This design comes from an exercise in tuning for small area on the open sky130 flow, not from production work.
Only simulation tests tie the RTL to the original design; equivalence was not proved.
The clock input has no modelled driver; a real chip could not lean on it and would need a root buffer or a full tree.

## VM
module VM(one_yuan, ten_yuan, clk, rst, cancel, buy_g1, buy_g2, on, occupy, get_good, ret_coin, good1, good2, AN, seg_out, status, reset);
input one_yuan;
input ten_yuan;
input clk;
input rst;
input cancel;
input buy_g1;
input buy_g2;
input reset;
output on;
output occupy;
output get_good;
output ret_coin;
output reg good1;
output reg good2;
output reg [7:0] AN;
output reg [7:0] seg_out;
output [3:0] status;
localparam S_off=4'd0, S0=4'd1, S1=4'd2, S2=4'd3, S3=4'd4, S4=4'd5, S5=4'd6, S6=4'd7, S_wait=4'd8;
reg [3:0] st;
reg v;
reg [2:0] s1, s2;         
reg jam;                  
reg [8:0] cnt;
wire op_start = cnt[0];
wire ptype = cnt[4];
reg [7:0] amt;            
reg ce;                   
assign status = st;
wire in_off = (st == S_off);
wire in_s0 = (st == S0);
wire in_s1 = (st == S1);
wire in_s2 = (st == S2);
wire in_s3 = (st == S3);
wire in_s4 = (st == S4);
wire in_s5 = (st == S5);
wire in_s6 = (st == S6);
wire in_w = (st == S_wait);
assign on = ~(in_off | in_s0) | v;
assign occupy = ~(in_off | in_s0 | in_s1) | (in_s1 & v);
assign get_good = (in_s5 & v) | (in_w & ~v);
assign ret_coin = in_w & v;
wire s1z = (s1 == 0);
wire s2z = (s2 == 0);
wire ge5 = (|amt[7:3]) | (amt[2] & (amt[1] | amt[0]));
wire ge10 = (|amt[7:4]) | (amt[3] & (amt[2] | amt[1]));
wire ok1 = ge5 & ~s1z;
wire ok2 = ge10 & ~s2z;
wire done = cnt[8] & cnt[7] & cnt[5] & cnt[4] & cnt[3] & cnt[1] & cnt[0];
wire [8:0] cnt_step = {cnt[7:0], ~(cnt[8] ^ cnt[3])};
wire buy1 = ~jam & buy_g1 & (in_s2 | in_s4);
wire buy2 = ~jam & buy_g2 & (in_s3 | in_s4);
wire pend = (in_s5 & ~v) | (in_s6 & v);
reg [3:0] nst;
reg nv;
always @* begin
  nst = st;
  nv = 1'b1;
  case (st)
    S_off: begin nst = rst ? S0 : S_off; nv = 1'b0; end
    S0: begin
      if (op_start) begin nst = S1; nv = 1'b0; end
  ...
Settings: LEC_CHECK=0, ABC_AREA=1, CAP_MARGIN=20, CORE_MARGIN=2, CORE_UTILIZATION=60, SLEW_MARGIN=20; clock period 10.0 ns.
standard.sh (not shown) runs the stock make flow with config.mk's settings and CLKGATE_MAP_FILE= SYNTH_SCRIPT=/design/flow/synth_recipe.tcl, a recipe that flattens the netlist after the stock synthesis.
==> flow/flow/run.sh <==
#!/bin/bash
# Layout flow: the standard synthesis, then the combinational logic between
# the registers is mapped again by ABC for area (registers, their names and cell
# types are untouched), then the standard ORFS layout with the smallest port
# buffers and a clock tree of one level of buffers (flow/cts_pre.tcl).
set -euo pipefail
W=$(pwd)
R=$W/orfs/results/$FLOW_PLATFORM/VM/base
L=$W/orfs/logs/$FLOW_PLATFORM/VM/base
LIB=$FLOW_HOME/platforms/sky130hd/lib/sky130_fd_sc_hd__tt_025C_1v80.lib

# 1. standard synthesis
bash standard.sh synth > $W/log_1_synth.log 2>&1

# 2. remap the combinational logic
cp $R/1_2_yosys.v $W/std_synth.v
python3 $W/flow/mkcells.py $LIB $W/std_synth.v $W/cells.v
DONTUSE=$(grep -o -- '-dont_use [A-Za-z0-9_]*' $L/1_2_yosys.log | sort -u | tr '\n' ' ')
cat > $W/resynth.ys <<EOT
read_verilog $W/cells.v
read_verilog $W/std_synth.v
hierarchy -top $FLOW_TOP
flatten
hierarchy -top $FLOW_TOP
rename -hide w:*.*
techmap
opt -fast
opt_clean -purge
stat -liberty $LIB
abc -liberty $LIB $DONTUSE -script $W/flow/abc.script
splitnets
opt_clean -purge
hilomap -singleton -hicell sky130_fd_sc_hd__conb_1 HI -locell sky130_fd_sc_hd__conb_1 LO
insbuf -buf sky130_fd_sc_hd__buf_4 A X
stat -liberty $LIB
check
write_verilog -noattr -noexpr -nohex -nodec $W/resynth.v
EOT
yosys -l $W/log_2_resynth.log $W/resynth.ys > /dev/null 2>&1
cp $W/resynth.v $R/1_2_yosys.v
rm -f $R/1_synth.odb $R/1_synth.sdc
touch $R/1_2_yosys.v

# 3. layout
export FLOW_CLOCK_BUFFER=sky130_fd_sc_hd__clkbuf_16
export FLOW_CLOCK_GROUPS=2
bash standard.sh \
  "BUFFER_PORTS_ARGS=-buffer_cell sky130_fd_sc_hd__buf_1" \
  "PRE_CTS_TCL=$W/flow/cts_pre.tcl" \
  finish > $W/log_3_layout.log 2>&1
Other scripts of this flow, unchanged in this note and not shown: flow/flow/abc.script, flow/flow/cts_pre.tcl, flow/flow/mkcells.py
Then changed:
--- a/flow/design.v
+++ b/flow/design.v
@@ -128,34 +128,36 @@
     ce <= 1'b0;
   end else begin
     ce <= one_yuan | ten_yuan;
     if (!rst || cancel) amt <= 8'd0;
     else if (add_en) amt <= amt + add_k;
   end
 end
 reg [6:0] div;            
 wire div_jump = (div[5:0] == 6'b011100);
 reg [2:0] sp;
-reg [3:0] r;
-wire [4:0] data_q = {r[0] & ~(r[1] ^ r[2]), r[2] & r[1], r[2:0]};
-wire [4:0] cq = {r[3], r[2] & r[1], r[2:0]};
+reg [2:0] dq;
+wire [4:0] data_q = {dq[2], dq[2] & dq[1], dq[1], ~(dq[2] ^ dq[1]), dq[0]};
+reg [4:0] cq;
 reg [4:0] d;
 reg [4:0] code;
+always @(posedge clk)
+  cq <= code;
 always @(posedge clk) begin
   if (reset) begin
     div <= 7'd115;
     sp <= 3'd7;
-    r <= 4'b1111;
+    dq <= 3'b111;
   end else begin
     div <= {div[5:0], ~(div[6] ^ div[0]) ^ div_jump};
     if (div_jump) sp <= sp + 3'd1;
-    r <= {code[4], (sp <= 3'd1) ? code[2:0] : d[2:0]};
+    dq <= {d[4], d[2], d[0]};
   end
 end
 wire hi = (|amt[7:5]) | (amt[4] & (amt[3] | amt[2]));
 wire [4:0] dig = hi ? amt[5:1] - 5'd10 : amt[5:1];
 always @* begin
   if (!rst) AN = 8'h00;
   else if (occupy)
     case (sp)
       3'd0: AN = 8'b11111110;
       3'd1: AN = 8'b11111101;
@@ -184,39 +186,37 @@
       3'd2: d = {hi ? 4'b1000 : 4'b1111, 1'b1};
       default: ;
     endcase
 end
 wire valid = ~d[3] | ~(d[2] | d[1]) | (&d);
 always @* begin
   if (occupy) code = valid ? d : cq;
   else if (d[4:3] != 2'b00) code = 5'b11111;
   else case (d[2:0])
     3'd0: code = 5'b10000;
-    3'd1: code = 5'b11110;
-    3'd2: code = 5'b11110;
+    3'd1: code = 5'b11010;
+    3'd2: code = 5'b11010;
     3'd3: code = 5'b11011;
     3'd4: code = 5'b11100;
     default: code = 5'b11111;
   endcase
 end
 always @* begin
   seg_out[7] = code[4];
   case (code[3:0])
     4'd0: seg_out[6:0] = 7'b1000000;
     4'd1: seg_out[6:0] = 7'b1111001;
     4'd2: seg_out[6:0] = 7'b0100100;
     4'd3: seg_out[6:0] = 7'b0110000;
     4'd4: seg_out[6:0] = 7'b0011001;
     4'd5: seg_out[6:0] = 7'b0010010;
     4'd6: seg_out[6:0] = 7'b0000010;
     4'd7: seg_out[6:0] = 7'b1111000;
     4'd8: seg_out[6:0] = 7'b0000000;
     4'd9: seg_out[6:0] = 7'b0010000;
-    4'd10: seg_out[6:0] = 7'b0000110;    
+    4'd10: seg_out[6:0] = 7'b1000111;
     4'd11: seg_out[6:0] = 7'b0000110;
     4'd12: seg_out[6:0] = 7'b0001001;
-    4'd13: seg_out[6:0] = 7'b0010011;
-    4'd14: seg_out[6:0] = 7'b1000111;
     default: seg_out[6:0] = 7'b1111111;
   endcase
 end
 endmodule
Result: Register-to-register slack is better by 0.44 ns; core utilization went down by 2.2 points; worst setup slack gains 0.088 ns; final area climbs by 2.7%; global-route usage is lower by 3.3 points; wire length went down by 6.3%.
In every run of this note, the design's own scripts or RTL, not TritonCTS, make the clock network.

[what the ideal ports hide]
No port has a modelled driver above. Below, the same layouts with a new extraction and two added sets of constraints.
Step 1 (the two cells are an assumption about what drives the block):
set clk [get_ports {clk}]
set_driving_cell -lib_cell sky130_fd_sc_hd__clkbuf_16 $clk
set_driving_cell -lib_cell sky130_fd_sc_hd__buf_2 [delete_from_list [all_inputs] $clk]
Step 2, shift: input delay + t, output delay - t, t = (earliest + latest rising clock arrival at the registers) / 2. This alone moves slack from input paths to output paths.
a / b / c = ideal / step 1 / step 2; a / b = the first two.
run | shift t [ns] | slack for setup (ns) | worst setup path at the end
the first run | 0.198 | 2.727 / 2.701 / 2.701 | input to output
the second run | 0.202 | 2.815 / 2.793 / 2.793 | input to output
After both steps every run listed still meets setup and hold. The setup slack of the first run, which loses most, moves by -0.026 ns with the drivers and by -0.026 ns with both steps.
